Context: an optimization exercise on an open-source flow, tuned for a short achievable clock period and few clock cycles. The choices shown serve that exercise and are no tape-out recipe.
The RTL was checked by simulation tests, not by an equivalence proof against the original design.

## before
==> flow/design.v <==
module cpu(clk, rst_n, hlt, pc, instr, dmem_addr, dmem_wdata, dmem_re, dmem_we, dmem_rdata);
	input clk, rst_n;
	output hlt;
	output [15:0] pc;
	input [15:0] instr;
	output [15:0] dmem_addr;
	output [15:0] dmem_wdata;
	output dmem_re;
	output dmem_we;
	input [15:0] dmem_rdata;
	reg        rst_q;      
	reg [15:0] pcf;        
	reg [15:0] ir;         
	reg        irv;        
	reg [15:0] seq;        
	reg [15:0] opa, opb;   
	reg        fn, fz, fv;
	reg        hlt_q, we_q, re_q;
	wire [3:0] op = ir[15:12];
	wire [15:0] bx = op[0] ? ~opb : opb;
	wire [15:0] as_r = opa + bx + {15'd0, op[0]};
	wire as_pos = ~opa[15] & ~bx[15] & as_r[15];
	wire as_neg = opa[15] & bx[15] & ~as_r[15];
	wire [15:0] as_sum = as_pos ? 16'h7FFF : (as_neg ? 16'h8000 : as_r);
	wire [8:0] red_u = {1'b0, opa[15:8]} + {1'b0, opb[15:8]};
	wire [8:0] red_l = {1'b0, opa[7:0]} + {1'b0, opb[7:0]};
	wire [12:0] red_s = {1'b0, {3{red_u[8]}}, red_u} + {1'b0, {3{red_l[8]}}, red_l};
	wire [15:0] red_o = {{3{red_s[12]}}, red_s};
	wire [3:0] sh = ir[3:0];
	wire [15:0] sll_o = opa << sh;
	wire [31:0] sra_w = {{16{opa[15]}}, opa} >> sh;
	wire [15:0] sra_o = sra_w[15:0];
	wire [31:0] ror_w = {opa, opa} >> sh;
	wire [15:0] ror_o = ror_w[15:0];
	wire [15:0] pad_o;
	genvar gi;
	generate for (gi = 0; gi < 4; gi = gi + 1) begin : g_pad
		wire [3:0] a4 = opa[4*gi+3:4*gi];
		wire [3:0] b4 = opb[4*gi+3:4*gi];
		wire [3:0] r4 = a4 + b4;
		assign pad_o[4*gi+3:4*gi] = (~a4[3] & ~b4[3] & r4[3]) ? 4'b0111 :
		                            ((a4[3] & b4[3] & ~r4[3]) ? 4'b1000 : r4);
	end endgenerate
	wire [15:0] ma = {opa[15:1], 1'b0};
	wire [15:0] mo = {{11{ir[3]}}, ir[3:0], 1'b0};
	wire [15:0] ma_r = ma + mo;
	wire [15:0] maddr = (~ma[15] & ~mo[15] & ma_r[15]) ? 16'h7FFF :
	                    ((ma[15] & mo[15] & ~ma_r[15]) ? 16'h8000 : ma_r);
	reg [15:0] alu;
	always @* begin
		case (op)
			4'h0, 4'h1: alu = as_sum;
			4'h2: alu = opa ^ opb;
			4'h3: alu = red_o;
			4'h4: alu = sll_o;
			4'h5: alu = sra_o;
			4'h6: alu = ror_o;
			4'h7: alu = pad_o;
			4'hA: alu = {opa[15:8], ir[7:0]};
			4'hB: alu = {ir[7:0], opa[7:0]};
			default: alu = maddr;
		endcase
	end
	wire x_we = irv & (~op[3] | (op == 4'h8) | (op == 4'hA) | (op == 4'hB) | (op == 4'hE));
	wire [3:0] x_rd = ir[11:8];
	wire [15:0] x_wd = (op == 4'h8) ? dmem_rdata : ((op == 4'hE) ? seq : alu);
	wire x_nzv = irv & (op[3:1] == 3'b000);
	wire x_z = irv & ((op == 4'h2) | (op == 4'h4) | (op == 4'h5) | (op == 4'h6));
	wire nf = x_nzv ? as_sum[15] : fn;
	wire nz = x_nzv ? (as_sum == 16'h0000) : (x_z ? (alu == 16'h0000) : fz);
	wire nv = x_nzv ? (as_pos | as_neg) : fv;
	assign hlt = hlt_q & rst_q;
	assign pc = pcf;
	assign dmem_addr = maddr;
	assign dmem_wdata = opb;
	assign dmem_re = re_q;
	assign dmem_we = we_q & rst_n;
	wire [15:0] rfq [0:15];
	generate for (gi = 0; gi < 16; gi = gi + 1) begin : g_rf
		reg [15:0] q;
		always @(posedge clk)
			if (!rst_q) q <= 16'h0000;
			else if (x_we && x_rd == gi) q <= x_wd;
		assign rfq[gi] = q;
	end endgenerate
	wire [3:0] fop = instr[15:12];
	wire [3:0] fs1 = (fop[3:1] == 3'b101) ? instr[11:8] : instr[7:4];
	wire [3:0] fs2 = (fop == 4'h9) ? instr[11:8] : instr[3:0];
	wire [15:0] opa_n = (x_we && x_rd == fs1) ? x_wd : rfq[fs1];
	wire [15:0] opb_n = (x_we && x_rd == fs2) ? x_wd : rfq[fs2];
	wire [15:0] fpc_r = pcf + 16'd2;
	wire [15:0] fseq = (~pcf[15] & fpc_r[15]) ? 16'h7FFF : fpc_r;
	wire [15:0] fbo = {{6{instr[8]}}, instr[8:0], 1'b0};
	wire [15:0] fbt_r = fseq + fbo;
	wire [15:0] fbt = (~fseq[15] & ~fbo[15] & fbt_r[15]) ? 16'h7FFF :
	                  ((fseq[15] & fbo[15] & ~fbt_r[15]) ? 16'h8000 : fbt_r);
	reg cond;
	always @* begin
		case (instr[11:9])
			3'b000: cond = ~nz;
			3'b001: cond = nz;
			3'b010: cond = ~nz & ~nf;
			3'b011: cond = nf;
			3'b100: cond = nz | ~nf;
			3'b101: cond = nf | nz;
			3'b110: cond = nv;
			default: cond = 1'b1;
		endcase
	end
	wire ftaken = (fop[3:1] == 3'b110) & cond;
	wire [15:0] npc = (fop == 4'hF) ? pcf : (ftaken ? (fop[0] ? opa_n : fbt) : fseq);
	always @(posedge clk) begin
		rst_q <= rst_n;
		ir <= instr;
		seq <= fseq;
		opa <= opa_n;
		opb <= opb_n;
		re_q <= (fop == 4'h8);
		hlt_q <= rst_q & (fop == 4'hF);
		we_q <= rst_n & rst_q & (fop == 4'h9);
		irv <= rst_q;
		if (!rst_q) begin
			pcf <= 16'h0000;
			fn <= 1'b0;
			fz <= 1'b0;
			fv <= 1'b0;
		end else begin
			pcf <= npc;
			fn <= nf;
			fz <= nz;
			fv <= nv;
		end
	end
endmodule
export LEC_CHECK = 0
export CAP_MARGIN = 20
export CORE_MARGIN = 2
export CORE_UTILIZATION = 40
export PLACE_DENSITY = 0.6
export SLEW_MARGIN = 20
create_clock -name core_clock -period 17.0 [get_ports {clk}]
standard.sh (not shown) runs the stock make flow with config.mk's settings and CLKGATE_MAP_FILE= SYNTH_SCRIPT=/design/flow/synth_recipe.tcl, a recipe that flattens the netlist after the stock synthesis.
==> flow/flow/run.sh <==
#!/bin/bash
set -euo pipefail
export SETUP_SLACK_MARGIN=$(cat flow/margin.txt)
bash standard.sh > standard.log 2>&1
==> flow/flow/margin.txt <==
11
before ran to completion and came out clean on the timing, design-rule and antenna checks.
Testbench counts of before, summed over its fixed seeds: cycles 76,210.
The following lists how after was set up differently from before:
==> flow/flow/margin.txt <==
10
### Flow results
- Arrival time at the worst endpoint | after below before
- Reported for before and after, final hold violation count turned out identical to the last digit.
- Area occupied by multi-input gates in after is 3.3% lower than in before
- Total wire length of after falls short of that of before by a few percent.
- In after, the via count came out 517 below the value in before.
- Of before and after, before shows the higher average wire length per cell after detail routing, with after below it.
- Comparing before against after, there is no change at all in aggregate negative setup slack.
- Taking before as the reference point, the global-route usage of after falls by 1.6 points.
- Core util | after vs before | after lower

[re-timing with driven ports]
No port has a modelled driver above. Below, the same layouts with a new extraction and two added sets of constraints.
Step 1 sets driving cells, clkbuf_16 on the clock port and buf_2 on the other inputs (assumed; they add their load-dependent delay and slew).
Step 2 also shifts input and output timing later by t, the mid clock arrival at the registers, as if the neighbouring blocks saw the same clock.
Slacks: no drivers / after step 1 / after step 2; pairs: no drivers / after step 1.
run | shift t [ns] | setup slack, ns | worst setup path at the end
before | 0.634 | 9.643 / 9.585 / 9.828 | input to register
after | 0.655 | 9.666 / 9.600 / 9.497 | input to register
After both steps setup and hold are still met in every run listed. For after, which loses most, drivers alone change the setup slack by -0.066 ns; drivers and shift together by -0.169 ns.
